Source: an optimization exercise on an open RTL-to-GDS flow (aim: small area and a short achievable clock period). Production flows keep margins and buffers that such runs may drop.
RTL that was checked went through simulation tests only; none was proved equivalent to the original.
For run 1, only the layout was checked, not whether the RTL still works.
Power figures rest on the tool's default switching activity, not on a simulated workload.

==> design/flow/design.v <==
module miriscv_alu (
	input		[31:0]	a_i,
	input		[31:0]	b_i,
	input				left_i,
	input				arith_i,
	output		[31:0]	shift_o
);
function automatic [31:0] rev;
	input [31:0] x;
	integer k;
	begin
		for (k = 0; k < 32; k = k + 1)
			rev[k] = x[31-k];
	end
endfunction
wire        fill = arith_i & a_i[31];
wire [31:0] x    = left_i ? rev(a_i) : a_i;
wire        big  = |b_i[31:5];
wire [63:0] sh   = {{32{fill}}, x} >> b_i[4:0];
wire [31:0] r    = big ? {32{fill}} : sh[31:0];
assign shift_o = left_i ? rev(r) : r;
endmodule
module reg_file (
	input				clk,
	input		[4:0]	ra1,
	input		[4:0]	ra2,
	input		[4:0]	wa,
	input		[31:0]	wd,
	input				we,
	output reg	[31:0]	rd1,
	output reg	[31:0]	rd2
);
wire [32*32-1:0] flat;
assign flat[31:0] = 32'd0;
genvar g;
generate
	for (g = 1; g < 32; g = g + 1) begin : r
		reg [31:0] q;
		always @(posedge clk)
			if (we && wa == g)
				q <= wd;
		assign flat[g*32 +: 32] = q;
	end
endgenerate
integer i;
always @(*) begin
	rd1 = 32'd0;
	rd2 = 32'd0;
	for (i = 1; i < 32; i = i + 1) begin
		rd1 = rd1 | (flat[i*32 +: 32] & {32{ra1 == i}});
		rd2 = rd2 | (flat[i*32 +: 32] & {32{ra2 == i}});
	end
end
endmodule
module miriscv_lsu (
	input		[2:0]	size_i,		 
	input		[1:0]	off_i,		 
	input		[31:0]	mem_data_i,
	input		[31:0]	st_data_i,
	output		[31:0]	ld_data_o,
	output		[3:0]	mask_o,
	output		[31:0]	st_data_o
);
wire [31:0] srl = mem_data_i >> {off_i, 3'b000};
wire        sx  = ~size_i[2];
assign ld_data_o = size_i[1] ? srl :
                   size_i[0] ? {{16{sx & srl[15]}}, srl[15:0]} :
                               {{24{sx & srl[7]}},  srl[7:0]};
assign mask_o = size_i[1] ? 4'b1111 :
                size_i[0] ? (4'b0011 << off_i) : (4'b0001 << off_i);
assign st_data_o = (size_i[2] | size_i[1]) ? st_data_i :
                   size_i[0] ? {2{st_data_i[15:0]}} : {4{st_data_i[7:0]}};
endmodule
module miriscv_csr (
	input				clk,
	input				reset,
	input				trap_i,		 
	input				csr_i,		 
	input		[1:0]	op_i,		 
	input		[11:0]	addr_i,
	input		[31:0]	wdata_i,
	input		[31:0]	pc_i,
	input		[31:0]	mcause_i,
	output reg	[31:0]	mie,
	output reg	[31:0]	mtvec,
	output reg	[31:0]	mepc,
	output		[31:0]	rdata_o
);
reg [31:0] mscratch;
reg [31:0] mcause;
wire h_mie   = addr_i == 12'h304;
wire h_mtvec = addr_i == 12'h305;
wire h_mscr  = addr_i == 12'h340;
wire h_mepc  = addr_i == 12'h341;
wire h_mcau  = addr_i == 12'h342;
assign rdata_o = ({32{h_mie}}   & mie)
               | ({32{h_mtvec}} & mtvec)
               | ({32{h_mscr}}  & mscratch)
               | ({32{h_mepc}}  & mepc)
               | ({32{h_mcau}}  & mcause);
wire [31:0] nv = op_i[1] ? (op_i[0] ? (~wdata_i & rdata_o) : (wdata_i | rdata_o))
                         : wdata_i;
always @(posedge clk) begin
	if (reset) begin
		mie      <= 32'hffffffff;
		mtvec    <= 32'd0;
		mscratch <= 32'd0;
		mepc     <= 32'd0;
		mcause   <= 32'd0;
	end else if (trap_i) begin
		mepc     <= pc_i;
		mcause   <= mcause_i;
	end else if (csr_i) begin
		if (h_mie)   mie      <= nv;
		if (h_mtvec) mtvec    <= nv;
		if (h_mscr)  mscratch <= nv;
		if (h_mepc)  mepc     <= nv;
		if (h_mcau)  mcause   <= nv;
	end
end
endmodule
`timescale 1ns / 1ps
module core(RESET, CLK, raw_instr_mi, core_mem_pc_mo, mem_lsu_data_mi,
    lsu_mem_req_mo, lsu_mem_we_mo, lsu_mem_mask_mo, lsu_mem_addr_mo,
    lsu_mem_data_mo, int_i, dcode_int_rst_o, int_csr_mcause_i, csr_int_mie_o);
input               RESET;
input               CLK;
input       [31:0]  raw_instr_mi;
output      [31:0]  core_mem_pc_mo;
input       [31:0]  mem_lsu_data_mi;
output              lsu_mem_req_mo;
output              lsu_mem_we_mo;
output      [3:0]   lsu_mem_mask_mo;
output      [31:0]  lsu_mem_addr_mo;
output      [31:0]  lsu_mem_data_mo;
input               int_i;
output              dcode_int_rst_o;
input       [31:0]  int_csr_mcause_i;
output      [31:0]  csr_int_mie_o;
reg     [31:0]  reg_pc;
wire    [31:0]  ir  = raw_instr_mi;
wire    [4:0]   opc = ir[6:2];
wire    [2:0]   f3  = ir[14:12];
wire    [6:0]   f7  = ir[31:25];
wire    trap    = (ir == 32'h00100073) | int_i;
wire    ok      = ~trap & (ir[1:0] == 2'b11);
wire    op_op    = opc == 5'b01_100;
wire    op_imm   = opc == 5'b00_100;
wire    op_lui   = opc == 5'b01_101;
wire    op_auipc = opc == 5'b00_101;
wire    op_load  = opc == 5'b00_000;
wire    op_store = opc == 5'b01_000;
wire    op_br    = opc == 5'b11_000;
wire    op_jal   = opc == 5'b11_011;
wire    op_jalr  = opc == 5'b11_001;
wire    op_sys   = opc == 5'b11_100;
wire    ld_ok    = ok & op_load  & ~(f3[1] & f3[0]) & ~(f3[2] & f3[1]);
wire    st_ok    = ok & op_store & ~f3[2] & ~(f3[1] & f3[0]);
wire    jalr_ok  = ok & op_jalr  & (f3 == 3'b000);
wire    jal_ok   = ok & op_jal;
wire    br_ok    = ok & op_br;
wire    csr_ok   = ok & op_sys & ~f3[2] & (f3[1:0] != 2'b00);
wire    eret     = (ir == 32'h00000073) & ~int_i;
wire    gpr_we   = ok & (op_op | op_imm | op_lui | op_auipc | jal_ok | jalr_ok | csr_ok)
                 | ld_ok;
wire    f7z     = f7 == 7'b0000000;
wire    f7alt   = f7 == 7'b0100000;
wire    f7one   = f7 == 7'b0000001;
wire    alu_sub = op_op & (f3 == 3'b000) & f7alt;
wire    alu_sll = (f3 == 3'b001) & f7z;
wire    alu_srl = (f3 == 3'b101) & f7z;
wire    alu_sra = (f3 == 3'b101) & (op_op ? f7one : f7alt);
wire    f7ok    = op_op ? f7z : 1'b1;
wire    alu_slt = (f3 == 3'b010) & f7ok;
wire    alu_sltu= (f3 == 3'b011) & f7ok;
wire    alu_xor = (f3 == 3'b100) & f7ok;
wire    alu_or  = (f3 == 3'b110) & f7ok;
wire    alu_and = (f3 == 3'b111) & f7ok;
wire    alu_shf = alu_sll | alu_srl | alu_sra;
wire    alu_add = ~(alu_shf | alu_slt | alu_sltu | alu_xor | alu_or | alu_and);
wire    [31:0]  imm_I = {{21{ir[31]}}, ir[30:20]};
wire    [31:0]  imm_S = {{21{ir[31]}}, ir[30:25], ir[11:7]};
wire    [31:0]  imm_B = {{20{ir[31]}}, ir[7], ir[30:25], ir[11:8], 1'b0};
wire    [31:0]  imm_J = {{12{ir[31]}}, ir[19:12], ir[20], ir[30:21], 1'b0};
wire    [31:0]  imm_U = {ir[31:12], 12'b0};
wire    [31:0]  rs1, rs2;
wire    [31:0]  wb;
reg_file REG_FILE (
    .clk    (CLK),
    .ra1    (ir[19:15]),
    .ra2    (ir[24:20]),
    .wa     (ir[11:7]),
    .wd     (wb),
    .we     (gpr_we),
    .rd1    (rs1),
    .rd2    (rs2)
);
wire            a_pc  = op_auipc | op_jal | op_br;
wire    [31:0]  add_a = (a_pc ? reg_pc : rs1) & {32{~op_lui}};
wire    [31:0]  add_b = op_op    ? rs2 :
                        op_store ? imm_S :
                        op_jalr  ? {imm_I[29:0], 2'b00} :
                        op_jal   ? imm_J :
                        op_br    ? imm_B :
                        (op_lui | op_auipc) ? imm_U :
                        imm_I;
wire    [32:0]  sum_x = {add_a, 1'b1} + {add_b ^ {32{alu_sub}}, alu_sub};
wire    [31:0]  sum   = sum_x[32:1];
wire    [31:0]  opb   = opc[3] ? rs2 : imm_I;    
wire            ltu   = rs1 < opb;
wire            lts   = (rs1[31] ^ opb[31]) ? rs1[31] : ltu;
wire            eq    = rs1 == opb;
wire            taken = br_ok & (f3[2] ? ((f3[1] ? ltu : lts) ^ f3[0])
                                       : (~f3[1] & (eq ^ f3[0])));
wire    [31:0]  shf;
miriscv_alu ALU (
    .a_i     (rs1),
    .b_i     (opb),
    .left_i  (alu_sll),
    .arith_i (alu_sra),
    .shift_o (shf)
);
wire    [31:0]  ld_data;
miriscv_lsu LSU (
    .size_i     (f3),
    .off_i      (sum[1:0]),
    .mem_data_i (mem_lsu_data_mi),
    .st_data_i  (rs2),
    .ld_data_o  (ld_data),
    .mask_o     (lsu_mem_mask_mo),
    .st_data_o  (lsu_mem_data_mo)
);
wire    [31:0]  csr_rd, mtvec, mepc;
miriscv_csr CSR (
    .clk      (CLK),
    .reset    (RESET),
    .trap_i   (trap),
    .csr_i    (csr_ok),
    .op_i     (f3[1:0]),
    .addr_i   (ir[31:20]),
    .wdata_i  (rs1),
    .pc_i     (reg_pc),
    .mcause_i (int_csr_mcause_i),
    .mie      (csr_int_mie_o),
    .mtvec    (mtvec),
    .mepc     (mepc),
    .rdata_o  (csr_rd)
);
wire    [31:0]  pc4   = {reg_pc[31:2] + 30'd1, reg_pc[1:0]};
wire            alu_c = op_op | op_imm;
wire            w_lnk = op_jal | op_jalr;
wire            w_oth = ~(alu_c | op_sys | op_load | w_lnk);    
assign wb = ({32{op_sys}} & csr_rd)
          | ({32{op_load}} & ld_data)
          | ({32{w_lnk}} & pc4)
          | ({32{w_oth | (alu_c & alu_add)}} & sum)
          | ({32{alu_c & alu_shf}} & shf)
          | ({32{alu_c & alu_xor}} & (rs1 ^ opb))
          | ({32{alu_c & alu_or}}  & (rs1 | opb))
          | ({32{alu_c & alu_and}} & (rs1 & opb))
          | {31'd0, alu_c & ((alu_slt & lts) | (alu_sltu & ltu))};
always @(posedge CLK) begin
    if (RESET)
        reg_pc <= 32'h00000000;
    else if (trap)
        reg_pc <= mtvec;
    else if (eret)
        reg_pc <= mepc;
    else if (jal_ok | jalr_ok | taken)
        reg_pc <= sum;
    else
        reg_pc <= pc4;
end
assign core_mem_pc_mo  = reg_pc;
assign lsu_mem_req_mo  = ld_ok | st_ok;
assign lsu_mem_we_mo   = opc[3];
assign lsu_mem_addr_mo = sum;
assign dcode_int_rst_o = eret;
endmodule
==> design/flow/run.sh <==
#!/bin/bash
# synth_recipe.tcl (not shown) runs the flow's synth.tcl, then flattens the netlist and writes it again
# the make line also repeats each setting of config.mk as NAME=value (left out here)
make -C /OpenROAD-flow-scripts/flow DESIGN_CONFIG=/design/flow/config.mk WORK_HOME=/design/flow/orfs CLKGATE_MAP_FILE= SYNTH_SCRIPT=/design/flow/synth_recipe.tcl finish
==> design/flow/config.mk <==
export PLATFORM = sky130hd
export DESIGN_NAME = core
export DESIGN_NICKNAME = core
export VERILOG_FILES = /design/flow/design.v
export SDC_FILE = /design/flow/constraint.sdc
export NUM_CORES = 4
export LEC_CHECK = 0
export CAP_MARGIN = 20
export CORE_MARGIN = 2
export CORE_UTILIZATION = 55
export CTS_BUF_LIST = sky130_fd_sc_hd__clkbuf_8
export PLACE_DENSITY = 0.7
export SETUP_SLACK_MARGIN = 4
export SLEW_MARGIN = 20
export TNS_END_PERCENT = 5
==> design/flow/constraint.sdc <==
create_clock -name core_clock -period 13.0 [get_ports {CLK}]
set_input_delay 2.6000 -clock core_clock [delete_from_list [all_inputs] [get_ports {CLK}]]
set_output_delay 2.6000 -clock core_clock [all_outputs]
set_load 0.01 [all_outputs]
==> notes.md, run 1 <==
ys async rst share=0%; area leader, netlist=edfxtp_1; largest net degree at the start of global routing=89; Die Ht=347 um; Tot GR Track Use=73.5%; Die Span X=347 um; Synth Instances=6203; post-synth net total=6400; Post-synth top cells=edfxtp_1, and3_1, nor2_1; Synth Register Bits=1184; EDFF count, synth=992; sequential cell area fraction in the yosys report=52.0%; Root Buffer=clkbuf_8; post-cts hold buffer count=0; Core Rows=125; total gr overflow=6; run status=stopped before the end; clock sinks=1184; CTS Buf Count=185; clk buf depth=3; error message=[ERROR GRT-0232] Routing congestion too high. Check the congestion heatmap in the GUI.; Cell variety after synth=106; Post-Syn Area=64700 um2; share of the synthesized area in the top cell type=46.0%; Starting Density=55.5%; HPWL after DPL=262000 um; Synth area leaders=edfxtp_1, dfxtp_1, a22oi_1, and3_1, nand3_1; Mapped Avg Cell Area=10.4 um2; IO buf count=233; failing step=global routing (5_1_grt); most frequent cell after synthesis=edfxtp_1; Top-Level Pins=234; Warnings, synthesis=4; Final Wtd Congestion=1.15; H-tree levels=4; ys flop type=edfxtp_1
[repair_timing]
action                     4_1_cts
resized for setup              748
pin swaps                      149
setup buffers                  347
setup endpoints to repair      558
gates cloned                    39
[per-stage QoR]
step           cells  setup WS (ns)  power (mW)  area [um2]  util, %
4_1_cts         8564           3.25        10.9       80900     69.4
2_1_floorplan   6203           3.83        5.96       65100        -
3_3_place_gp    7841          0.795        7.42       70800     60.8
3_5_place_dp    7841          0.745        7.43       70800     60.8
[worst min path at each step]
stage,to,slack (ns),cells after the start
after detailed placement,CSR.mcause[18],0.45,2
after global placement,CSR.mcause[17],0.44,2
after CTS,CSR.mcause[13],0.46,2
after floorplan,CSR.mcause[11],0.43,2
[power by group through the flow]
stage	combinational, mW	sequential (mW)	clock [mW]
4_1_cts	3.14	4.62	3.10
3_5_place_dp	2.73	4.70	0
3_3_place_gp	2.72	4.70	0
2_1_floorplan	1.25	4.70	0
[cells by family after synthesis]
kind of cell / Yosys count / share of synthesized area [%]
simple gates: 2378 / 19.1
compound gates: 1636 / 18.5
flops: 1184 / 52.0
mux: 190 / 3.10
buf+inv: 624 / 4.13
fa+ha+maj: 98 / 1.89
xor+xnor: 93 / 1.27
[per-layer routing]
metal	GRT usage, %	overflow
met5	38.7	0
met4	71.3	2
met3	58.0	0
met2	87.4	3
met1	75.7	1
==> inputs of run 2 (changes only) <==
--- a/design/flow/design.v
+++ b/design/flow/design.v
@@ -21,4 +21,63 @@
 assign shift_o = left_i ? rev(r) : r;
 endmodule
+module miriscv_add (
+	input		[127:0]	rs1_part_i,	 
+	input		[31:0]	pc_i,
+	input				a_pc_i,		 
+	input				a_zero_i,	 
+	input		[31:0]	b_i,
+	input				c_i,
+	output		[31:0]	s_o
+);
+wire [31:0] p0, g0;
+add_pg PG (.rs1_part_i(rs1_part_i), .pc_i(pc_i), .a_pc_i(a_pc_i), .a_zero_i(a_zero_i),
+           .b_i(b_i), .c_i(c_i), .p_o(p0), .g_o(g0));
+wire [31:0] p1, g1, p2, g2, p3, g3, p4, g4, g5;
+add_lvl #(.D(1)) L1 (.p_i(p0), .g_i(g0), .p_o(p1), .g_o(g1));
+add_lvl #(.D(2)) L2 (.p_i(p1), .g_i(g1), .p_o(p2), .g_o(g2));
+add_lvl #(.D(4)) L3 (.p_i(p2), .g_i(g2), .p_o(p3), .g_o(g3));
+add_lvl #(.D(8)) L4 (.p_i(p3), .g_i(g3), .p_o(p4), .g_o(g4));
+add_last L5 (.p_i(p4), .g_i(g4), .g_o(g5));
+add_sum SUM (.p_i(p0), .g_i(g5), .c_i(c_i), .s_o(s_o));
+endmodule
+module add_pg (
+	input		[127:0]	rs1_part_i,
+	input		[31:0]	pc_i,
+	input				a_pc_i,
+	input				a_zero_i,
+	input		[31:0]	b_i,
+	input				c_i,
+	output		[31:0]	p_o,
+	output		[31:0]	g_o
+);
+wire [31:0] rs1 = rs1_part_i[31:0] | rs1_part_i[63:32] | rs1_part_i[95:64] | rs1_part_i[127:96];
+wire [31:0] a   = (a_pc_i ? pc_i : rs1) & {32{~a_zero_i}};
+assign p_o = a ^ b_i;
+assign g_o = (a & b_i) | {31'd0, p_o[0] & c_i};
+endmodule
+module add_lvl #(parameter D = 1) (
+	input		[31:0]	p_i,
+	input		[31:0]	g_i,
+	output		[31:0]	p_o,
+	output		[31:0]	g_o
+);
+assign g_o = g_i | (p_i & {g_i[31-D:0], {D{1'b0}}});
+assign p_o = p_i & {p_i[31-D:0], {D{1'b0}}} | {{(32-D){1'b0}}, p_i[D-1:0]};
+endmodule
+module add_last (
+	input		[31:0]	p_i,
+	input		[31:0]	g_i,
+	output		[31:0]	g_o
+);
+assign g_o = g_i | (p_i & {g_i[15:0], 16'd0});
+endmodule
+module add_sum (
+	input		[31:0]	p_i,
+	input		[31:0]	g_i,
+	input				c_i,
+	output		[31:0]	s_o
+);
+assign s_o = p_i ^ {g_i[30:0], c_i};
+endmodule
 module reg_file (
 	input				clk,
@@ -28,6 +87,7 @@
 	input		[31:0]	wd,
 	input				we,
-	output reg	[31:0]	rd1,
-	output reg	[31:0]	rd2
+	output		[31:0]	rd1,
+	output		[31:0]	rd2,
+	output		[127:0]	rd1_part	 
 );
 wire [32*32-1:0] flat;
@@ -43,12 +103,29 @@
 	end
 endgenerate
+wire [31:0] sel1, sel2;
+rf_dec DEC1 (.ra_i(ra1), .sel_o(sel1));
+rf_dec DEC2 (.ra_i(ra2), .sel_o(sel2));
+wire [127:0] part2;
+rf_read RD1 (.flat_i(flat[32*32-1:32]), .sel_i(sel1[31:1]), .part_o(rd1_part));
+rf_read RD2 (.flat_i(flat[32*32-1:32]), .sel_i(sel2[31:1]), .part_o(part2));
+assign rd1 = rd1_part[31:0] | rd1_part[63:32] | rd1_part[95:64] | rd1_part[127:96];
+assign rd2 = part2[31:0] | part2[63:32] | part2[95:64] | part2[127:96];
+endmodule
+module rf_dec (
+	input		[4:0]		ra_i,
+	output		[31:0]		sel_o
+);
+assign sel_o = 32'd1 << ra_i;
+endmodule
+module rf_read (
+	input		[31*32-1:0]	flat_i,
+	input		[30:0]		sel_i,
+	output reg	[127:0]		part_o
+);
 integer i;
 always @(*) begin
-	rd1 = 32'd0;
-	rd2 = 32'd0;
-	for (i = 1; i < 32; i = i + 1) begin
-		rd1 = rd1 | (flat[i*32 +: 32] & {32{ra1 == i}});
-		rd2 = rd2 | (flat[i*32 +: 32] & {32{ra2 == i}});
-	end
+	part_o = 128'd0;
+	for (i = 0; i < 31; i = i + 1)
+		part_o[((i+1)/8)*32 +: 32] = part_o[((i+1)/8)*32 +: 32] | (flat_i[i*32 +: 32] & {32{sel_i[i]}});
 end
 endmodule
@@ -185,4 +262,5 @@
 wire    [31:0]  imm_U = {ir[31:12], 12'b0};
 wire    [31:0]  rs1, rs2;
+wire    [127:0] rs1_part;
 wire    [31:0]  wb;
 reg_file REG_FILE (
@@ -194,8 +272,8 @@
     .we     (gpr_we),
     .rd1    (rs1),
-    .rd2    (rs2)
+    .rd2    (rs2),
+    .rd1_part (rs1_part)
 );
 wire            a_pc  = op_auipc | op_jal | op_br;
-wire    [31:0]  add_a = (a_pc ? reg_pc : rs1) & {32{~op_lui}};
 wire    [31:0]  add_b = op_op    ? rs2 :
                         op_store ? imm_S :
@@ -205,6 +283,7 @@
                         (op_lui | op_auipc) ? imm_U :
                         imm_I;
-wire    [32:0]  sum_x = {add_a, 1'b1} + {add_b ^ {32{alu_sub}}, alu_sub};
-wire    [31:0]  sum   = sum_x[32:1];
+wire    [31:0]  sum;
+miriscv_add ADD (.rs1_part_i(rs1_part), .pc_i(reg_pc), .a_pc_i(a_pc), .a_zero_i(op_lui),
+                 .b_i(add_b ^ {32{alu_sub}}), .c_i(alu_sub), .s_o(sum));
 wire    [31:0]  opb   = opc[3] ? rs2 : imm_I;    
 wire            ltu   = rs1 < opb;
--- a/design/flow/config.mk
+++ b/design/flow/config.mk
@@ -8,8 +8,9 @@
 export CAP_MARGIN = 20
 export CORE_MARGIN = 2
-export CORE_UTILIZATION = 55
+export CORE_UTILIZATION = 40
 export CTS_BUF_LIST = sky130_fd_sc_hd__clkbuf_8
-export PLACE_DENSITY = 0.7
+export PLACE_DENSITY = 0.6
 export SETUP_SLACK_MARGIN = 4
 export SLEW_MARGIN = 20
+export SYNTH_HIERARCHICAL = 1
 export TNS_END_PERCENT = 5
==> run 2 against run 1 <==
The run now finishes clean. Synthesized cell count is 15% lower. Synthesized area is 3.2% lower.
==> notes.md, run 2 <==
Starting Density=40.2% (was 55.5%); worst hold path class=flip-flop to flip-flop; wire length per cell=39.8 um; Final Wtd Congestion=1.11 (was 1.15); max-cap check violation count=0; Root Buffer=clkbuf_8 (unchanged); Worst Setup SP=raw_instr_mi[20]; Die Span X=400 um (was 347 um); CP Capture Type=output port; Biggest register=REG_FILE.r.q; Mapped Avg Cell Area=11.8 um2 (was 10.4 um2); commonest non-fill, non-tap cells in the layout=edfxtp_1, a22oi_1, buf_4; worst reg-to-reg path cell count=17; crit path max fanout=14; area grow syn2layout=23.2%; hold_ws=0.449 ns; Setup Skew=0.115 ns; CTS Buf Count=193 (was 185); Worst-Skew Late Latency=1.04 ns; Synth Instances=5289 (was 6203); H-tree levels=4 (unchanged); post-synth net total=5517 (was 6400); slew margin rel.=11.9%; Top-Level Pins=234 (unchanged); Post-Syn Area=62600 um2 (was 64700 um2); Core Area=156000 um2; Tot GR Track Use=39.0%; run status=finished clean (was stopped before the end); crit path kind=input port to output port; setup violators final=0; Final #Nets=6067; Largest register FFs=992; Final Hold Fails=0; Iter 0 DRT Violations=9575; DR vias=56700; layout cells sized above 1=23.0%; largest net degree at the start of global routing=60; clk buf depth=3 (unchanged); Max VDD drop=0.000108 V; leakage=26.8 nW; Die Ht=400 um (was 347 um); setup TNS=0 ns; CP required=10.40 ns; period utilisation layout=76.0%; drt drc=0; reg2reg setup slack=5.79 ns; Pwr per Cell Area=148 nW/um2; RR Startpoint=REG_FILE.r[8].q[13]; total gr overflow=0; most common cell after layout, fill and taps aside=edfxtp_1; vias in the first global route=52600; CTS tree=done; die footprint=160000 um2; HPWL after DPL=221000 um (was 262000 um); IO buf count=233 (unchanged); initial antenna violation count=31; Via density=7.03; fin crit period=9.88 ns; clock sinks=1184 (unchanged); RSZ-0062 raised after global routing=true; reg-to-reg critical path endpoint=REG_FILE.r[14].q[30]; clock-pin slew on the worst setup and hold paths=0.06 ns; fill count=13800; Tightest Pin Transition=1.32 ns; Warnings, synthesis=11 (was 4); Critical Path Sink=lsu_mem_addr_mo[25]; post-cts hold buffer count=0 (unchanged); drt pass-1 iters=10; first-pass GRT wire length=433000 um; type of origin of the critical path=input port; routed wire length=321000 um; maximum clock rate=101 MHz; fin. max-slew vios=0; Core Rows=145 (was 125); Crit path arrival time=7.28 ns; final antenna-violating net count=0
run 2: area by class of cell:
class / count / area, um2 / share of cell area, %
Tap cell: 2058 / 2570 / 3.34
Multi-Input combinational cell: 3583 / 28900 / 37.4
Timing Repair Buffer: 785 / 7610 / 9.86
Clock buffer: 205 / 2820 / 3.66
Antenna cell: 9 / 22.5 / 0.0292
Sequential cell: 1184 / 33600 / 43.6
Clock inverter: 152 / 1290 / 1.67
Inverter: 92 / 345 / 0.447
run 2: worst min path at each step:
stage                                 from          endpoint  slack (ns)  depth (start not counted)
final                     CSR.mscratch[10]  CSR.mscratch[10]        0.45                          2
after global routing       CSR.mscratch[5]   CSR.mscratch[5]        0.46                          2
after floorplan            CSR.mscratch[0]   CSR.mscratch[0]        0.42                          2
after detailed placement  CSR.mscratch[25]  CSR.mscratch[25]        0.44                          2
after global placement    CSR.mscratch[28]  CSR.mscratch[28]        0.43                          2
after CTS                 CSR.mscratch[27]  CSR.mscratch[27]        0.45                          2
run 2: stage by stage:
stage / util (%) / power (mW) / cells / cell area (um2) / worst slack, ns
3_5_place_dp: 43.6 / 7.40 / 7407 / 68000 / 0.975
6_report: 49.5 / 11.4 / 8068 / 77200 / 3.12
2_1_floorplan: - / 5.90 / 5289 / 62700 / 4.04
5_1_grt: 49.5 / 11.6 / 8061 / 77200 / 3.29
3_3_place_gp: 43.6 / 7.39 / 7403 / 67900 / 0.992
4_1_cts: 49.1 / 11.2 / 8021 / 76500 / 3.44
run 2: repair_timing:
item                                    in CTS  in global routing
hold endpoints to repair                     0                  0
buffers inserted                           240                 32
pin swaps                                  239                 61
gates cloned                                17                  4
gates resized for setup                    619                 49
endpoints found under the setup margin    1060                620
run 2: metal layers:
metal | vias to the layer above | part of all wire, % | GRT usage [%]
li1 | 22700 | - | -
met2 | 4766 | 41 | 55.3
met5 | - | 0.10 | 0
met4 | 24 | 9.3 | 29.0
met1 | 28200 | 36 | 49.3
met3 | 1021 | 14 | 13.1
run 2: report_power, final:
group / internal [mW] / switching (mW) / total, mW
combinational: 1.03 / 2.28 / 3.31
clock: 1.83 / 1.67 / 3.50
sequential: 4.58 / 0.0162 / 4.59
run 2: worst max-delay path, stage by stage:
cell       delay [ns]
clkbuf_16        0.15
nand3b_1         0.15
buf_6            0.14
nor2_2           0.08
buf_8            0.18
a22oi_2          0.17
nand4_1          0.71
or4_4            0.88
o21ai_4          0.26
xnor2_2          0.10
ha_1             0.37
and2_4           0.17
and2_4           0.16
a21o_1           0.17
a21o_1           0.18
a21o_1           0.22
xor2_2           0.27
buf_4            0.17
buf_6            0.10
==> inputs of run 3 (changes only) <==
==> design/flow/flow/run.sh (new file) <==
#!/bin/bash
# Layout flow: the standard ORFS layout (standard.sh, unchanged synthesis)
# with two placement/CTS options changed through ORFS's own variables:
#  - ports are buffered with sky130_fd_sc_hd__buf_2 instead of the default
#    delay-buffer cell that buffer_ports picks on this platform;
#  - clock tree synthesis runs without dummy loads.
# make's full output goes to flow_make.log in the work folder; ORFS writes each
# step's own log under orfs/logs/.
set -euo pipefail
export BUFFER_PORTS_ARGS="-buffer_cell sky130_fd_sc_hd__buf_2"
export CTS_ARGS="-sink_clustering_enable -repair_clock_nets -dont_use_dummy_load -buf_list sky130_fd_sc_hd__clkbuf_8"
bash standard.sh > flow_make.log 2>&1
==> design/flow/standard.sh (new file) <==
#!/bin/bash
# synth_recipe.tcl (not shown) runs the flow's synth.tcl, then flattens the netlist and writes it again
# the make line also repeats each setting of config.mk as NAME=value (left out here)
make -C /OpenROAD-flow-scripts/flow DESIGN_CONFIG=/design/flow/config.mk WORK_HOME=/design/flow/orfs CLKGATE_MAP_FILE= SYNTH_SCRIPT=/design/flow/synth_recipe.tcl "${@:-finish}"
removed: design/flow/run.sh
==> run 3 against run 2 <==
Still clean on timing, DRC and antenna. Global-route usage is 1.2 points lower. Clock skew is 0.045 ns higher. Sequential share of layout area is 2.4 points higher. Register-to-register slack better by 0.07 ns. Critical path depth is 1 higher. Total power is 9.1% lower. Flip-flop and latch count stayed put. Hold slack worse by 0.0012 ns. Synthesized cell count stayed put. Die area stayed put. Combinational power is 7.6% lower. Non-clock buffer count is 143 lower. Largest cell class unchanged.
==> notes.md, run 3 <==
run status=finished clean (unchanged); Setup Skew=0.159 ns (was 0.115 ns); Warnings, synthesis=11 (unchanged); fin crit period=9.70 ns (was 9.88 ns); final antenna-violating net count=0 (unchanged); Crit path arrival time=7.10 ns (was 7.28 ns); drt pass-1 iters=12 (was 10); Largest register FFs=992 (unchanged); RSZ-0062 raised after global routing=true (unchanged); Die Span X=400 um (unchanged); Post-Syn Area=62600 um2 (unchanged); Final #Nets=5923 (was 6067); area grow syn2layout=16.9% (was 23.2%); die footprint=160000 um2 (unchanged); Root Buffer=clkbuf_8 (unchanged); drt drc=0 (unchanged); Pwr per Cell Area=142 nW/um2 (was 148 nW/um2); Starting Density=40.2% (unchanged); CTS tree=done (unchanged); clock-pin slew on the worst setup and hold paths=0.06 ns (about the same); Most Frequent Cell on Critical Path=a21o_1 (unchanged); Top-Level Pins=234 (unchanged); slew margin rel.=14.2% (was 11.9%); DR WL met2=126000 um (was 132000 um); worst hold start=CSR.mscratch[21] (was CSR.mscratch[10]); Biggest register=REG_FILE.r.q (unchanged); initial antenna violation count=39 (was 31); setup violators final=0 (unchanged); total gr overflow=0 (unchanged); routed wire length=311000 um (was 321000 um); vias in the first global route=51700 (was 52600); period utilisation layout=74.6% (was 76.0%); largest net degree at the start of global routing=60 (unchanged); critical path, cell by cell=buf_16 -> nand3b_1 -> buf_4 -> buf_6 -> nor2_4 -> clkbuf_16 -> a22oi_2 -> nand4_1 -> or4_4 -> nand2_2 -> o21ai_2 -> xor2_2 -> ha_4 -> and2_4 -> a21o_1 -> a21o_1 -> a21o_1 -> a21o_1 -> xor2_2 -> buf_2 (was clkbuf_16 -> nand3b_1 -> buf_6 -> nor2_2 -> buf_8 -> a22oi_2 -> nand4_1 -> or4_4 -> o21ai_4 -> xnor2_2 -> ha_1 -> and2_4 -> and2_4 -> a21o_1 -> a21o_1 -> a21o_1 -> xor2_2 -> buf_4 -> buf_6); Worst Setup SP=raw_instr_mi[20] (unchanged); crit path kind=input port to output port (unchanged); Worst-Skew Late Latency=1.04 ns (about the same); Final Util=47.0% (was 49.5%); DRT met1 WL=111000 um (was 115000 um); Die Ht=400 um (unchanged); max-cap check violation count=0 (unchanged); worst hold path class=flip-flop to flip-flop (unchanged); highest metal used=met5 (unchanged); Max VDD drop=0.000147 V (was 0.000108 V); total power=10.4 mW (was 11.4 mW); fin. max-slew vios=0 (unchanged); layout cells sized above 1=23.0% (about the same); wire length per cell=40.0 um (was 39.8 um); Synth Instances=5289 (unchanged); Via density=7.18 (was 7.03); Core Rows=145 (unchanged); clock sinks=1184 (unchanged); post-synth net total=5517 (unchanged); CP Capture Type=output port (unchanged); Worst path slowest cell=nand4_1 (was or4_4); HPWL after DPL=207000 um (was 221000 um); Final Hold Fails=0 (unchanged); crit path max fanout=5 (was 14); metal3 WL=44200 um (was 44100 um); first-pass GRT wire length=421000 um (was 433000 um); Iter 0 DRT Violations=9716 (was 9575); type of origin of the critical path=input port (unchanged); leakage=25.1 nW (was 26.8 nW); CP peak stage delay=0.79 ns (was 0.88 ns); Final Wtd Congestion=1.07 (was 1.11); reg2reg setup slack=5.86 ns (was 5.79 ns); RR Startpoint=REG_FILE.r[10].q[23] (was REG_FILE.r[8].q[13]); Core Area=156000 um2 (unchanged); most common cell after layout, fill and taps aside=edfxtp_1 (unchanged); clk buf depth=3 (unchanged); maximum clock rate=103 MHz (was 101 MHz); Mapped Avg Cell Area=11.8 um2 (unchanged); setup TNS=0 ns (unchanged); Tightest Pin Transition=1.29 ns (was 1.32 ns); H-tree levels=4 (unchanged); DR vias=55800 (was 56700); CTS Buf Count=195 (was 193); IO buf count=233 (unchanged); commonest non-fill, non-tap cells in the layout=edfxtp_1, a22oi_1, buf_4 (unchanged); CP required=10.40 ns (about the same); Tot GR Track Use=37.8% (was 39.0%)
[run 3: power by group]
part | total, mW | internal, mW | switching (mW)
sequential | 4.60 | 4.58 | 0.0162
combinational | 3.06 | 0.870 | 2.19
clock | 2.70 | 1.31 | 1.40
total | 10.4 | 6.76 | 3.61
[run 3: worst paths after layout]
path,end,cells after the start
worst max-delay path,lsu_mem_addr_mo[25],20
worst min-delay path,CSR.mscratch[21],2
worst min register to register,CSR.mscratch[21],2
worst max register to register,REG_FILE.r[17].q[30],15
[run 3: metal layers]
metal | global-route usage [%] | vias to the layer above
met4 | 27.8 | 24
met2 | 53.6 | 4629
li1 | - | 22300
met1 | 47.2 | 27700
met3 | 13.8 | 1105
met5 | 0.212 | -
[run 3: what timing repair did]
action | 4_1_cts | 5_1_grt
cloned | 19 | 1
pin swaps | 176 | 22
setup endpoints to repair | 712 | 162
gates resized for setup | 380 | 37
hold buffers | 0 | 0
buffers inserted | 168 | 14
[run 3: cell type report]
cell class | instances | area (um2)
Inverter | 92 | 345
Sequential cell | 1184 | 33600
Fill cell | 13900 | 82600
Antenna cell | 25 | 62.6
Timing Repair Buffer | 642 | 5300
Tap cell | 2058 | 2570
Multi-Input combinational cell | 3580 | 28600
Clock buffer | 195 | 2680
[run 3: critical path, delay by kind of cell]
family	cells	cell delay [ns]
adders and majority gates	1	0.28
and+or+nand+nor	6	2.03
AOI/OAI and AO/OA	6	0.92
xor gates and xnor gates	2	0.57
buffers and inverters	5	0.70
[run 3: through the flow]
stage | cell area (um2) | cells | setup WS, ns | hold WS [ns]
after global placement | 66300 | 7350 | 1.90 | 0.433
after floorplan | 62700 | 5289 | 4.04 | 0.424
after CTS | 72900 | 7735 | 3.57 | 0.450
after detailed placement | 66400 | 7353 | 1.89 | 0.441
final | 73200 | 7776 | 3.30 | 0.448
after global routing | 73200 | 7757 | 3.28 | 0.462
==> inputs of run 4 (changes only) <==
==> design/flow/flow/run.sh (replaced) <==
#!/bin/bash
# Layout flow: the standard ORFS layout (standard.sh, unchanged synthesis)
# with two placement/CTS options changed through ORFS's own variables:
#  - ports are buffered with sky130_fd_sc_hd__buf_2 instead of the default
#    delay-buffer cell that buffer_ports picks on this platform;
#  - clock tree synthesis runs without dummy loads, with clkbuf_16 buffers
#    driving clusters of up to 18 flip-flops.
# make's full output goes to flow_make.log in the work folder; ORFS writes each
# step's own log under orfs/logs/.
set -euo pipefail
export BUFFER_PORTS_ARGS="-buffer_cell sky130_fd_sc_hd__buf_2"
export CTS_ARGS="-sink_clustering_enable -repair_clock_nets -dont_use_dummy_load -buf_list sky130_fd_sc_hd__clkbuf_16 -sink_clustering_size 18 -sink_clustering_max_diameter 80"
bash standard.sh > flow_make.log 2>&1
--- a/design/flow/config.mk
+++ b/design/flow/config.mk
@@ -8,7 +8,6 @@
 export CAP_MARGIN = 20
 export CORE_MARGIN = 2
-export CORE_UTILIZATION = 40
-export CTS_BUF_LIST = sky130_fd_sc_hd__clkbuf_8
-export PLACE_DENSITY = 0.6
+export CORE_UTILIZATION = 45
+export PLACE_DENSITY = 0.65
 export SETUP_SLACK_MARGIN = 4
 export SLEW_MARGIN = 20
==> run 4 against run 3 <==
Still clean on timing, DRC and antenna. Utilization up 6.2 points. Sequential share of layout area about the same. Hold slack better by 0.0041 ns. Clock power is 12% lower. Cell area barely moved. Sequential power about the same. Clock skew is 0.054 ns lower. Critical endpoint is now lsu_mem_addr_mo[29]. Register-to-register slack got worse by 0.07 ns. Wire length down 0.81%. Largest cell class unchanged. Via count is 0.10% lower. Combinational power up 3%.
==> notes.md, run 4 <==
fin. max-slew vios=0 (unchanged); CP peak stage delay=0.88 ns (was 0.79 ns); setup TNS=0 ns (unchanged); final antenna-violating net count=0 (unchanged); CTS tree=done (unchanged); Worst-Skew Late Latency=0.75 ns (was 1.04 ns); CP Capture Type=output port (unchanged); CP required=10.40 ns (about the same); routed wire length=308000 um (was 311000 um); Warnings, synthesis=11 (unchanged); Biggest register=REG_FILE.r.q (unchanged); type of origin of the critical path=input port (unchanged); clock-pin slew on the worst setup and hold paths=0.07 ns (was 0.06 ns); leakage=25.1 nW (about the same); drt drc=0 (unchanged); vias in the first global route=51000 (was 51700); fin crit period=9.85 ns (was 9.70 ns); IO buf count=233 (unchanged); Largest register FFs=992 (unchanged); Setup Skew=0.105 ns (was 0.159 ns); largest net degree at the start of global routing=64 (was 60); wire length per cell=41.4 um (was 40.0 um); CTS Buf Count=81 (was 195); run status=finished clean (unchanged); Tightest Pin Transition=1.27 ns (was 1.29 ns); drt pass-1 iters=14 (was 12); placed cells=7091 (was 7353); worst reg-to-reg path cell count=17 (was 15); maximum clock rate=102 MHz (was 103 MHz); Crit path arrival time=7.25 ns (was 7.10 ns); Top-Level Pins=234 (unchanged); Final #Nets=5864 (was 5923); total gr overflow=0 (unchanged); period utilisation layout=75.7% (was 74.6%); Mapped Avg Cell Area=11.8 um2 (unchanged); initial antenna violation count=55 (was 39); Starting Density=45.4% (was 40.2%); Post-Layout Cell Count=7453 (was 7776); Pwr per Cell Area=138 nW/um2 (was 142 nW/um2); first-pass GRT wire length=417000 um (was 421000 um); worst hold path class=flip-flop to flip-flop (unchanged); Final Wtd Congestion=1.10 (was 1.07); crit path kind=input port to output port (unchanged); Core Rows=136 (was 145); most common cell after layout, fill and taps aside=edfxtp_1 (unchanged); Final Hold Fails=0 (unchanged); clk buf depth=3 (unchanged); Core Area=138000 um2 (was 156000 um2); Root Buffer=clkbuf_16 (was clkbuf_8); Synth Instances=5289 (unchanged); RSZ-0062 raised after global routing=true (unchanged); HPWL after DPL=206000 um (was 207000 um); setup violators final=0 (unchanged); clock sinks=1184 (unchanged); Most Frequent Cell on Critical Path=a21o_1 (unchanged); Worst path slowest cell=or4_4 (was nand4_1); die footprint=142000 um2 (was 160000 um2); Tot GR Track Use=42.1% (was 37.8%); Iter 0 DRT Violations=10500 (was 9716); crit path max fanout=32 (was 5); Max VDD drop=0.000134 V (was 0.000147 V); Worst Hold Depth=2 (unchanged); area grow syn2layout=17.0% (was 16.9%); post-cts hold buffer count=0 (unchanged); post-synth net total=5517 (unchanged); max-cap check violation count=0 (unchanged); Die Ht=377 um (was 400 um); layout cells sized above 1=22.8% (was 23.0%); commonest non-fill, non-tap cells in the layout=edfxtp_1, a22oi_1, buf_4 (unchanged); DR vias=55700 (was 55800); H-tree levels=3 (was 4); Post-Syn Area=62600 um2 (unchanged); slew margin rel.=14.7% (was 14.2%); Via density=7.48 (was 7.18); Die Span X=377 um (was 400 um); critical path, cell by cell=buf_16 -> nand3b_1 -> buf_6 -> nor2_2 -> buf_12 -> a22oi_1 -> nand4_1 -> or4_4 -> nand2_4 -> o21ai_4 -> xor2_2 -> ha_4 -> a21o_1 -> a21o_1 -> a21o_1 -> a21o_1 -> a21o_1 -> xor2_2 -> buf_2 (was buf_16 -> nand3b_1 -> buf_4 -> buf_6 -> nor2_4 -> clkbuf_16 -> a22oi_2 -> nand4_1 -> or4_4 -> nand2_2 -> o21ai_2 -> xor2_2 -> ha_4 -> and2_4 -> a21o_1 -> a21o_1 -> a21o_1 -> a21o_1 -> xor2_2 -> buf_2)
[run 4: path summary, 6_finish.rpt]
kind,slack [ns],startpoint,end
worst max-delay path,3.15,raw_instr_mi[20],lsu_mem_addr_mo[29]
worst min-delay path,0.45,CSR.mscratch[11],CSR.mscratch[11]
worst max register to register,5.79,REG_FILE.r[12].q[26],REG_FILE.r[7].q[19]
worst min register to register,0.45,CSR.mscratch[11],CSR.mscratch[11]
[run 4: area by class of cell]
cell class / count / area (um2)
Multi-Input combinational cell: 3581 / 29000
Antenna cell: 25 / 62.6
Tap cell: 1794 / 2240
Timing Repair Buffer: 696 / 5940
Clock buffer: 81 / 2030
Sequential cell: 1184 / 33600
Fill cell: 11600 / 64600
Inverter: 92 / 348
[run 4: timing repair]
action                     CTS  global route
setup endpoints to repair  709           670
pin swaps                  195            60
buffers inserted           194            32
gates cloned                25             2
resized for setup          424            62
[run 4: power breakdown]
group	switching, mW	internal [mW]	total, mW	leakage (nW)
Sequential	0.0168	4.57	4.59	10.5
Clock	1.28	1.10	2.38	0.998
Combinational	2.24	0.922	3.16	13.6
[run 4: routing by layer]
layer	part of all wire (%)	global-route usage, %	vias to the layer above	routed length [um]
met5	0.13	0.755	-	390
met4	9.3	30.1	40	28600
met3	15	16.9	1134	46900
met2	40	58.8	4897	124000
met1	35	52.7	27400	109000
li1	-	-	22200	-
[run 4: critical path: cells and delay by family]
family,cells,cell delay (ns)
AOI/OAI and AO/OA,7,1.15
xor gates and xnor gates,2,0.48
adders and majority gates,1,0.31
buffers and inverters,4,0.67
and+or+nand+nor,5,2.00
[run 4: metrics by stage]
step | hold WS, ns | area (um2) | utilization (%) | setup slack [ns] | power, mW
6_report | 0.452 | 73300 | 53.2 | 3.15 | 10.1
5_1_grt | 0.476 | 73200 | 53.1 | 3.32 | 10.2
4_1_cts | 0.453 | 72600 | 52.7 | 3.57 | 9.86
3_5_place_dp | 0.442 | 66000 | 47.9 | 1.82 | 7.22
3_3_place_gp | 0.433 | 66000 | 47.9 | 1.63 | 7.20
2_1_floorplan | 0.424 | 62700 | - | 4.04 | 5.90
==> inputs of run 5 (changes only) <==
--- a/design/flow/config.mk
+++ b/design/flow/config.mk
@@ -8,6 +8,6 @@
 export CAP_MARGIN = 20
 export CORE_MARGIN = 2
-export CORE_UTILIZATION = 45
-export PLACE_DENSITY = 0.65
+export CORE_UTILIZATION = 50
+export PLACE_DENSITY = 0.7
 export SETUP_SLACK_MARGIN = 4
 export SLEW_MARGIN = 20
==> run 5 against run 4 <==
Register-to-register slack worse by 0.15 ns. Total power is 1.1% lower. Global-route usage is 3.7 points higher. Flip-flop and latch count stayed put. Cell area is 0.99% lower. Maximum frequency is 0.81% higher. Die area is 9.9% lower. Sequential power hardly changed. Still clean. Clock skew is 0.010 ns higher. Critical path depth is 1 higher. Final cell count is 2.7% lower. First-iteration DRC count is 8.8% higher.
==> notes.md, run 5 <==
period utilisation layout=75.1% (was 75.7%); DR WL met2=120000 um (was 124000 um); Iter 0 DRT Violations=11400 (was 10500); RSZ-0062 raised after global routing=true (unchanged); die footprint=128000 um2 (was 142000 um2); CP Capture Type=output port (unchanged); fin. max-slew vios=0 (unchanged); commonest non-fill, non-tap cells in the layout=edfxtp_1, a22oi_1, buf_4 (unchanged); max-cap check violation count=0 (unchanged); clk buf depth=3 (unchanged); CTS Buf Count=78 (was 81); final antenna-violating net count=0 (unchanged); leakage=24.8 nW (was 25.1 nW); Max VDD drop=0.000129 V (was 0.000134 V); Warnings, synthesis=11 (unchanged); Worst-Skew Late Latency=0.75 ns (about the same); routed wire length=303000 um (was 308000 um); HPWL after DPL=201000 um (was 206000 um); type of origin of the critical path=input port (unchanged); Root Buffer=clkbuf_16 (unchanged); Crit path arrival time=7.17 ns (was 7.25 ns); Synth Instances=5289 (unchanged); fin crit period=9.77 ns (was 9.85 ns); IO buf count=233 (unchanged); Biggest register=REG_FILE.r.q (unchanged); total gr overflow=0 (unchanged); Starting Density=50.5% (was 45.4%); wire length per cell=41.8 um (was 41.4 um); Mapped Avg Cell Area=11.8 um2 (unchanged); Die Span X=358 um (was 377 um); Via density=7.75 (was 7.48); drt drc=0 (unchanged); Pwr per Cell Area=138 nW/um2 (about the same); fill count=10100 (was 11600); setup violators final=0 (unchanged); Final Hold Fails=0 (unchanged); setup TNS=0 ns (unchanged); CP required=10.40 ns (about the same); drt pass-1 iters=12 (was 14); Core Rows=129 (was 136); Tightest Pin Transition=1.24 ns (was 1.27 ns); run status=finished clean (unchanged); Top-Level Pins=234 (unchanged); metal3 WL=52100 um (was 46900 um); maximum clock rate=102 MHz (about the same); vias in the first global route=50800 (was 51000); highest metal used=met5 (unchanged); initial antenna violation count=48 (was 55); slew margin rel.=17.0% (was 14.7%); area grow syn2layout=15.8% (was 17.0%); Final Util=58.5% (was 53.2%); Die Ht=358 um (was 377 um); Largest register FFs=992 (unchanged); H-tree levels=3 (unchanged); Setup Skew=0.115 ns (was 0.105 ns); largest net degree at the start of global routing=60 (was 64); DRT met1 WL=99600 um (was 109000 um); Final Wtd Congestion=1.14 (was 1.10); first-pass GRT wire length=408000 um (was 417000 um); Post-Syn Area=62600 um2 (unchanged); crit path kind=input port to output port (unchanged); Core Area=124000 um2 (was 138000 um2); clock sinks=1184 (unchanged); CTS tree=done (unchanged); DR vias=56200 (was 55700); Final #Nets=5820 (was 5864); post-synth net total=5517 (unchanged); worst hold path class=flip-flop to flip-flop (unchanged); clock-pin slew on the worst setup and hold paths=0.08 ns (was 0.07 ns); post-cts hold buffer count=0 (unchanged); most common cell after layout, fill and taps aside=edfxtp_1 (unchanged); crit path max fanout=6 (was 32); layout cells sized above 1=22.1% (was 22.8%); Tot GR Track Use=45.8% (was 42.1%)
-- run 5: worst paths after layout --
path / from / endpoint / slack (ns) / cells past startpoint
setup / recovery: raw_instr_mi[20] / lsu_mem_addr_mo[29] / 3.23 / 20
hold / removal: CSR.mscratch[16] / CSR.mscratch[16] / 0.45 / 2
setup reg to reg: REG_FILE.r[10].q[27] / REG_FILE.r[11].q[28] / 5.64 / 14
hold reg to reg: CSR.mscratch[16] / CSR.mscratch[16] / 0.45 / 2
-- run 5: metrics by stage --
step           area (um2)  worst slack, ns  power, mW  hold slack [ns]  instances
6_report            72500             3.23       10.0            0.451       7252
5_1_grt             72500             3.32       10.1            0.472       7232
4_1_cts             71300             3.56       9.69            0.452       7166
3_5_place_dp        65700             1.99       7.17            0.441       6915
3_3_place_gp        65600             2.04       7.14            0.433       6910
2_1_floorplan       62700             4.04       5.90            0.424       5289
-- run 5: metal layers --
layer  up-vias  GRT usage, %
met5         -         0.630
li1      22100             -
met3      1304          21.3
met4        30          34.5
met1     27300          55.3
met2      5470          63.4
-- run 5: final cells by class --
cell class | instances | area, um2 | area share, %
Inverter | 92 | 345 | 0.476
Antenna cell | 25 | 62.6 | 0.0863
Tap cell | 1637 | 2050 | 2.82
Timing Repair Buffer | 655 | 5660 | 7.81
Sequential cell | 1184 | 33600 | 46.4
Clock buffer | 78 | 1950 | 2.69
Multi-Input combinational cell | 3581 | 28800 | 39.7
-- run 5: critical path, cell delays in order --
cell and delay, ns:
buf_16 0.13, nand3b_1 0.20, buf_4 0.17, nor2_4 0.04
buf_12 0.16, buf_8 0.15, a22oi_2 0.18, nand4_1 0.65
or4_4 0.80, nand2_1 0.08, o21ai_0 0.10, xor2_1 0.17
ha_1 0.36, a21o_1 0.20, a21o_1 0.17, a21o_1 0.19
a21o_1 0.16, a21o_1 0.21, xor2_4 0.28, buf_6 0.14
-- run 5: timing repair --
action	4_1_cts	5_1_grt
gates cloned	20	8
endpoints found under the setup margin	705	636
setup buffers	153	51
pin swaps	146	96
resized for setup	364	99
-- run 5: power by group --
group / internal (mW) / switching, mW / leakage (nW)
Combinational: 0.907 / 2.20 / 13.3
Sequential: 4.57 / 0.0162 / 10.5
Clock: 1.06 / 1.25 / 0.961
==> inputs of run 6 (changes only) <==
--- a/design/flow/design.v
+++ b/design/flow/design.v
@@ -22,5 +22,5 @@
 endmodule
 module miriscv_add (
-	input		[127:0]	rs1_part_i,	 
+	input		[63:0]	rs1_nor_i,	 
 	input		[31:0]	pc_i,
 	input				a_pc_i,		 
@@ -31,5 +31,5 @@
 );
 wire [31:0] p0, g0;
-add_pg PG (.rs1_part_i(rs1_part_i), .pc_i(pc_i), .a_pc_i(a_pc_i), .a_zero_i(a_zero_i),
+add_pg PG (.rs1_nor_i(rs1_nor_i), .pc_i(pc_i), .a_pc_i(a_pc_i), .a_zero_i(a_zero_i),
            .b_i(b_i), .c_i(c_i), .p_o(p0), .g_o(g0));
 wire [31:0] p1, g1, p2, g2, p3, g3, p4, g4, g5;
@@ -42,5 +42,5 @@
 endmodule
 module add_pg (
-	input		[127:0]	rs1_part_i,
+	input		[63:0]	rs1_nor_i,
 	input		[31:0]	pc_i,
 	input				a_pc_i,
@@ -51,5 +51,5 @@
 	output		[31:0]	g_o
 );
-wire [31:0] rs1 = rs1_part_i[31:0] | rs1_part_i[63:32] | rs1_part_i[95:64] | rs1_part_i[127:96];
+wire [31:0] rs1 = ~(rs1_nor_i[31:0] & rs1_nor_i[63:32]);
 wire [31:0] a   = (a_pc_i ? pc_i : rs1) & {32{~a_zero_i}};
 assign p_o = a ^ b_i;
@@ -89,5 +89,5 @@
 	output		[31:0]	rd1,
 	output		[31:0]	rd2,
-	output		[127:0]	rd1_part	 
+	output		[63:0]	rd1_nor	 
 );
 wire [32*32-1:0] flat;
@@ -106,9 +106,9 @@
 rf_dec DEC1 (.ra_i(ra1), .sel_o(sel1));
 rf_dec DEC2 (.ra_i(ra2), .sel_o(sel2));
-wire [127:0] part2;
-rf_read RD1 (.flat_i(flat[32*32-1:32]), .sel_i(sel1[31:1]), .part_o(rd1_part));
-rf_read RD2 (.flat_i(flat[32*32-1:32]), .sel_i(sel2[31:1]), .part_o(part2));
-assign rd1 = rd1_part[31:0] | rd1_part[63:32] | rd1_part[95:64] | rd1_part[127:96];
-assign rd2 = part2[31:0] | part2[63:32] | part2[95:64] | part2[127:96];
+wire [63:0] nor2_;
+rf_read RD1 (.flat_i(flat[32*32-1:32]), .sel_i(sel1[31:1]), .nor_o(rd1_nor));
+rf_read RD2 (.flat_i(flat[32*32-1:32]), .sel_i(sel2[31:1]), .nor_o(nor2_));
+assign rd1 = ~(rd1_nor[31:0] & rd1_nor[63:32]);
+assign rd2 = ~(nor2_[31:0] & nor2_[63:32]);
 endmodule
 module rf_dec (
@@ -121,12 +121,14 @@
 	input		[31*32-1:0]	flat_i,
 	input		[30:0]		sel_i,
-	output reg	[127:0]		part_o
+	output		[63:0]		nor_o
 );
+reg [63:0] part;
 integer i;
 always @(*) begin
-	part_o = 128'd0;
+	part = 64'd0;
 	for (i = 0; i < 31; i = i + 1)
-		part_o[((i+1)/8)*32 +: 32] = part_o[((i+1)/8)*32 +: 32] | (flat_i[i*32 +: 32] & {32{sel_i[i]}});
+		part[((i+1)/16)*32 +: 32] = part[((i+1)/16)*32 +: 32] | (flat_i[i*32 +: 32] & {32{sel_i[i]}});
 end
+assign nor_o = ~part;
 endmodule
 module miriscv_lsu (
@@ -262,5 +264,5 @@
 wire    [31:0]  imm_U = {ir[31:12], 12'b0};
 wire    [31:0]  rs1, rs2;
-wire    [127:0] rs1_part;
+wire    [63:0]  rs1_nor;
 wire    [31:0]  wb;
 reg_file REG_FILE (
@@ -273,5 +275,5 @@
     .rd1    (rs1),
     .rd2    (rs2),
-    .rd1_part (rs1_part)
+    .rd1_nor (rs1_nor)
 );
 wire            a_pc  = op_auipc | op_jal | op_br;
@@ -284,5 +286,5 @@
                         imm_I;
 wire    [31:0]  sum;
-miriscv_add ADD (.rs1_part_i(rs1_part), .pc_i(reg_pc), .a_pc_i(a_pc), .a_zero_i(op_lui),
+miriscv_add ADD (.rs1_nor_i(rs1_nor), .pc_i(reg_pc), .a_pc_i(a_pc), .a_zero_i(op_lui),
                  .b_i(add_b ^ {32{alu_sub}}), .c_i(alu_sub), .s_o(sum));
 wire    [31:0]  opb   = opc[3] ? rs2 : imm_I;    
--- a/design/flow/config.mk
+++ b/design/flow/config.mk
@@ -8,6 +8,7 @@
 export CAP_MARGIN = 20
 export CORE_MARGIN = 2
-export CORE_UTILIZATION = 50
-export PLACE_DENSITY = 0.7
+export CORE_UTILIZATION = 40
+export CTS_BUF_LIST = sky130_fd_sc_hd__clkbuf_8
+export PLACE_DENSITY = 0.6
 export SETUP_SLACK_MARGIN = 4
 export SLEW_MARGIN = 20
==> run 6 against run 5 <==
Largest power group unchanged. Sequential power about the same. Sequential share of layout area down 0.71 points. Final cell count up 6.2%. Die area up 25%.
==> notes.md, run 6 <==
Starting Density=40.3% (was 50.5%); Core Rows=145 (was 129); setup violators final=0 (unchanged); leakage=25.1 nW (was 24.8 nW); Warnings, synthesis=11 (unchanged); wire length per cell=40.7 um (was 41.8 um); H-tree levels=3 (unchanged); RR Startpoint=REG_FILE.r[5].q[26] (was REG_FILE.r[10].q[27]); post-synth net total=5540 (was 5517); type of origin of the critical path=input port (unchanged); Setup Skew=0.104 ns (was 0.115 ns); hold_ws=0.449 ns (was 0.451 ns); Core Area=156000 um2 (was 124000 um2); CTS Buf Count=84 (was 78); commonest non-fill, non-tap cells in the layout=edfxtp_1, a22oi_1, buf_4 (unchanged); Root Buffer=clkbuf_16 (unchanged); largest net degree at the start of global routing=64 (was 60); Crit path arrival time=10.15 ns (was 7.17 ns); placed cells=7349 (was 6915); layout cells sized above 1=22.9% (was 22.1%); period utilisation layout=74.6% (was 75.1%); max-cap check violation count=0 (unchanged); Post-Layout Cell Count=7698 (was 7252); Tightest Pin Transition=1.21 ns (was 1.24 ns); crit path max fanout=17 (was 6); clock-pin slew on the worst setup and hold paths=0.07 ns (was 0.08 ns); Final Util=47.1% (was 58.5%); Pwr per Cell Area=137 nW/um2 (was 138 nW/um2); IO buf count=233 (unchanged); Top-Level Pins=234 (unchanged); Worst Setup SP=raw_instr_mi[22] (was raw_instr_mi[20]); routed wire length=313000 um (was 303000 um); maximum clock rate=103 MHz (was 102 MHz); clock sinks=1184 (unchanged); DR vias=56100 (was 56200); drt pass-1 iters=12 (unchanged); Final Worst Setup Slack=3.30 ns (was 3.23 ns); fill count=14000 (was 10100); crit path kind=input port to flip-flop (was input port to output port); run status=finished clean (unchanged); Largest register FFs=992 (unchanged); CP required=13.45 ns (was 10.40 ns); clk buf depth=3 (unchanged); Via density=7.28 (was 7.75); CTS tree=done (unchanged); CP Capture Type=flip-flop (was output port); Tot GR Track Use=37.5% (was 45.8%); initial antenna violation count=26 (was 48); Post-Syn Area=63000 um2 (was 62600 um2); Final Hold Fails=0 (unchanged); Final Wtd Congestion=1.10 (was 1.14); HPWL after DPL=201000 um (about the same); fin. max-slew vios=0 (unchanged); drt drc=0 (unchanged); worst hold path class=flip-flop to flip-flop (unchanged); Die Ht=401 um (was 358 um); fin crit period=9.70 ns (was 9.77 ns); Final #Nets=5858 (was 5820); most common cell after layout, fill and taps aside=edfxtp_1 (unchanged); Iter 0 DRT Violations=10600 (was 11400); Biggest register=REG_FILE.r.q (unchanged); Max VDD drop=0.000114 V (was 0.000129 V); slew margin rel.=19.6% (was 17.0%); Synth Instances=5312 (was 5289); vias in the first global route=51000 (was 50800); worst hold start=CSR.mscratch[14] (was CSR.mscratch[16]); die footprint=161000 um2 (was 128000 um2); RSZ-0062 raised after global routing=true (unchanged); Worst-Skew Late Latency=0.77 ns (was 0.75 ns); area grow syn2layout=16.9% (was 15.8%); Die Span X=401 um (was 358 um); setup TNS=0 ns (unchanged); first-pass GRT wire length=422000 um (was 408000 um); final antenna-violating net count=0 (unchanged); Mapped Avg Cell Area=11.9 um2 (was 11.8 um2); total gr overflow=0 (unchanged); post-place setup slack=2.15 ns (was 1.99 ns)
## run 6: worst max-delay path, cell delays in order
cell and delay (ns):
buf_12 0.09, buf_12 0.12, or2_4 0.22, nor2_4 0.09, bufbuf_16 0.32, a22oi_1 0.18, nand4_1 0.50, nor2_4 0.62
nand2_4 0.13, buf_4 0.15, a21oi_1 0.53, inv_1 0.15, nor4_1 0.46, nand4_1 0.56, o21ai_1 0.62, o31ai_1 0.16
a211oi_1 0.57, mux2i_1 0.38, a221oi_1 0.48, nand2_1 0.69, buf_4 0.47
## run 6: power by group
group	switching [mW]	internal (mW)
registers	0.00705	4.57
clock network	1.32	1.14
logic	2.22	0.824
total	3.54	6.53
## run 6: what timing repair did
item | in CTS | in global routing
setup buffers | 193 | 33
endpoints found under the setup margin | 849 | 114
pin swaps | 176 | 63
hold buffers | 0 | 0
gates resized for setup | 480 | 54
gates cloned | 26 | 1
## run 6: layout make-up
type / count / area, um2 / area share (%)
Antenna cell: 12 / 30.0 / 0.0408
Clock buffer: 84 / 2100 / 2.85
Inverter: 95 / 359 / 0.488
Multi-Input combinational cell: 3603 / 29400 / 40.0
Sequential cell: 1184 / 33600 / 45.7
Tap cell: 2058 / 2570 / 3.50
Timing Repair Buffer: 662 / 5510 / 7.48
## run 6: per-stage QoR
step	total power, mW	instance area (um2)
3_5_place_dp	7.16	66700
5_1_grt	10.2	73600
4_1_cts	9.83	73100
6_report	10.1	73700
3_3_place_gp	7.14	66600
2_1_floorplan	5.88	63000
## run 6: final timing paths
| path | slack [ns] | to | cells past startpoint |
|---|---|---|---|
| setup / recovery | 3.30 | REG_FILE.r[1].q[8] | 21 |
| hold / removal | 0.45 | CSR.mscratch[14] | 2 |
| setup reg to reg | 5.60 | REG_FILE.r[1].q[8] | 16 |
| hold reg to reg | 0.45 | CSR.mscratch[14] | 2 |
## run 6: routing by layer
layer	GRT usage (%)	part of all wire [%]	up-vias
met4	27.1	9.3	16
li1	-	-	22200
met1	46.3	35	27800
met2	52.3	40	4945
met5	0	0.032	-
met3	15.7	16	1081
==> inputs of run 7 (changes only) <==
--- a/design/flow/config.mk
+++ b/design/flow/config.mk
@@ -8,7 +8,6 @@
 export CAP_MARGIN = 20
 export CORE_MARGIN = 2
-export CORE_UTILIZATION = 40
-export CTS_BUF_LIST = sky130_fd_sc_hd__clkbuf_8
-export PLACE_DENSITY = 0.6
+export CORE_UTILIZATION = 45
+export PLACE_DENSITY = 0.65
 export SETUP_SLACK_MARGIN = 4
 export SLEW_MARGIN = 20
==> run 7 against run 6 <==
Die area down 11%. Critical path depth down 1. Sequential power about the same. Still clean on timing, DRC and antenna. Utilization up 5.2 points. Setup slack better by 0.079 ns. Wire length down 3.1%. Sequential share of layout area up 0.54 points. Combinational power about the same.
==> notes.md, run 7 <==
worst hold path class=flip-flop to flip-flop (unchanged); Largest register FFs=992 (unchanged); CTS tree=done (unchanged); Post-Syn Area=63000 um2 (unchanged); clock sinks=1184 (unchanged); Crit path arrival time=7.02 ns (was 10.15 ns); area grow syn2layout=15.5% (was 16.9%); Core Area=139000 um2 (was 156000 um2); Tightest Pin Transition=1.17 ns (was 1.21 ns); total gr overflow=0 (unchanged); Final Hold Fails=0 (unchanged); Worst Hold Depth=2 (unchanged); clk buf depth=3 (unchanged); reg2reg setup slack=6.23 ns (was 5.60 ns); crit-path leading delay family=simple AND/OR/NAND/NOR gates (unchanged); critical path, cell by cell=buf_8 -> nand2b_4 -> buf_4 -> nor2_2 -> buf_8 -> a22oi_1 -> nand4_1 -> nor2_4 -> nand2_2 -> nand2_1 -> o21ai_1 -> xnor2_1 -> ha_2 -> and2_1 -> and2_1 -> and2_1 -> and2_1 -> a21o_1 -> xor2_4 -> buf_6 (was buf_12 -> buf_12 -> or2_4 -> nor2_4 -> bufbuf_16 -> a22oi_1 -> nand4_1 -> nor2_4 -> nand2_4 -> buf_4 -> a21oi_1 -> inv_1 -> nor4_1 -> nand4_1 -> o21ai_1 -> o31ai_1 -> a211oi_1 -> mux2i_1 -> a221oi_1 -> nand2_1 -> buf_4); Worst-Skew Late Latency=0.77 ns (about the same); setup TNS=0 ns (unchanged); Worst path slowest cell=nor2_4 (was nand2_1); run status=finished clean (unchanged); Die Ht=378 um (was 401 um); slew margin rel.=20.8% (was 19.6%); CP required=10.40 ns (was 13.45 ns); crit path kind=input port to output port (was input port to flip-flop); type of origin of the critical path=input port (unchanged); wire length per cell=40.5 um (was 40.7 um); Die Span X=378 um (was 401 um); fin crit period=9.62 ns (was 9.70 ns); Final Util=52.3% (was 47.1%); layout cells sized above 1=22.6% (was 22.9%); WP buf/inv=4 (was 6); Final Wtd Congestion=1.06 (was 1.10); Tot GR Track Use=41.4% (was 37.5%); worst reg-to-reg path cell count=14 (was 16); HPWL after DPL=201000 um (about the same); Max VDD drop=0.0000931 V (was 0.000114 V); Final #Nets=5825 (was 5858); RSZ-0062 raised after global routing=true (unchanged); clock-pin slew on the worst setup and hold paths=0.08 ns (was 0.07 ns); leakage=24.9 nW (was 25.1 nW); CP peak stage delay=0.62 ns (was 0.69 ns); maximum clock rate=104 MHz (was 103 MHz); Core Rows=137 (was 145); vias in the first global route=50600 (was 51000); Warnings, synthesis=11 (unchanged); post-synth net total=5540 (unchanged); period utilisation layout=74.0% (was 74.6%); crit path max fanout=32 (was 17); Synth Instances=5312 (unchanged); Root Buffer=clkbuf_16 (unchanged); cell count along the critical path=20 (was 21); drt pass-1 iters=10 (was 12); Setup Skew=0.128 ns (was 0.104 ns); register area=33600 um2 (unchanged); most common cell after layout, fill and taps aside=edfxtp_1 (unchanged); hold_ws=0.451 ns (was 0.449 ns); Mapped Avg Cell Area=11.9 um2 (unchanged); CTS Buf Count=82 (was 84); initial antenna violation count=17 (was 26); post-cts hold buffer count=0 (unchanged); Starting Density=45.3% (was 40.3%); fin. max-slew vios=0 (unchanged); drt drc=0 (unchanged); Final Worst Setup Slack=3.38 ns (was 3.30 ns); largest net degree at the start of global routing=64 (unchanged); CP Capture Type=output port (was flip-flop); Biggest register=REG_FILE.r.q (unchanged); post-place setup slack=1.79 ns (was 2.15 ns); IO buf count=233 (unchanged); Iter 0 DRT Violations=10200 (was 10600); routed wire length=303000 um (was 313000 um); Pwr per Cell Area=137 nW/um2 (about the same); fill count=12100 (was 14000); Multi-input gate area=29400 um2 (about the same); DR vias=54900 (was 56100); first-pass GRT wire length=411000 um (was 422000 um); Most Frequent Cell on Critical Path=and2_1; setup violators final=0 (unchanged); die footprint=143000 um2 (was 161000 um2); Top-Level Pins=234 (unchanged); H-tree levels=3 (unchanged); max-cap check violation count=0 (unchanged); commonest non-fill, non-tap cells in the layout=edfxtp_1, a22oi_1, buf_4 (unchanged); final antenna-violating net count=0 (unchanged); Via density=7.33 (was 7.28)
[run 7: cell types whose count changed in the layout (fill, tap and decap cells not counted), sizes merged]
cell | previous run | this run
xor2 | 61 | 63
clkbuf | 86 | 82
bufbuf | 3 | 0
nor2 | 323 | 316
buf | 657 | 636
diode | 12 | 11
[run 7: stage by stage]
| stage | total power, mW | instances | instance area (um2) |
|---|---|---|---|
| after global placement | 7.16 | 7171 | 66500 |
| after floorplan | 5.88 | 5312 | 63000 |
| after detailed placement | 7.18 | 7173 | 66500 |
| after global routing | 10.1 | 7474 | 72800 |
| final | 9.97 | 7482 | 72800 |
| after CTS | 9.77 | 7450 | 72500 |
[run 7: area by class of cell]
class | count | share of cell area, %
Sequential cell | 1184 | 46.2
Multi-Input combinational cell | 3598 | 40.3
Timing Repair Buffer | 636 | 6.89
Tap cell | 1876 | 3.22
Clock buffer | 82 | 2.82
Inverter | 95 | 0.490
Antenna cell | 11 | 0.0378
[run 7: final timing paths]
path / from / endpoint
worst min-delay path: CSR.mscratch[28] / CSR.mscratch[28]
worst max-delay path: raw_instr_mi[24] / lsu_mem_addr_mo[31]
worst min register to register: CSR.mscratch[28] / CSR.mscratch[28]
worst max register to register: REG_FILE.r[1].q[16] / REG_FILE.r[2].q[1]
[run 7: where the power goes]
group / switching [mW] / internal, mW
clock: 1.27 / 1.11
combinational: 2.21 / 0.810
sequential: 0.00662 / 4.57
[run 7: repair_timing]
| action | 4_1_cts | 5_1_grt |
|---|---|---|
| gates resized for setup | 506 | 19 |
| buffers inserted | 180 | 20 |
| cloned | 15 | 0 |
| pin swaps | 166 | 22 |
| endpoints found under the setup margin | 1035 | 32 |
[run 7: worst min-delay path, delay by kind of cell, from the launching register on]
kind            cells  cell delay, ns
flops               1            0.31
compound gates      1            0.05
simple gates        1            0.05
[run 7: layer usage]
layer / share of wire [%] / vias to the layer above / track usage (%)
met4: 8.9 / 8 / 29.2
li1: - / 22100 / -
met5: 0.015 / - / 0.103
met3: 15 / 872 / 14.4
met1: 35 / 27300 / 52.6
met2: 41 / 4574 / 58.7

[what the ideal ports hide]
No port has a modelled driver above. Below, the same layouts with a new extraction and two added sets of constraints.
Step 1 sets driving cells, clkbuf_16 on the clock port and buf_2 on the other inputs (assumed; they add their load-dependent delay and slew).
Step 2 adds t to the input delays and takes it off the output delays; t is the mean of the earliest and latest rising clock arrival at the registers after step 1. Input paths then give back, and output paths get back, about the clock's delay inside the block.
Slacks: ideal / step 1 / step 2; pairs: ideal / step 1.
| run | t (ns) | setup WS [ns] | worst slew at a driven data input, ns | cell pins on the clock port's net |
|---|---|---|---|---|
| run 2 | 1.062 | 3.115 / 2.748 / 2.515 | 0.37 | 1 |
| run 3 | 1.042 | 3.300 / 2.928 / 2.543 | 0.42 | 1 |
| run 4 | 0.775 | 3.154 / 2.862 / 2.529 | 0.32 | 1 |
| run 5 | 0.773 | 3.234 / 2.963 / 2.430 | 0.31 | 1 |
| run 6 | 0.801 | 3.298 / 3.122 / 2.320 | 0.26 | 1 |
| run 7 | 0.778 | 3.377 / 3.213 / 3.129 | 0.22 | 1 |
After both steps every run listed still meets setup and hold. For run 6, which loses most, drivers alone change the setup slack by -0.176 ns; drivers and shift together by -0.978 ns.
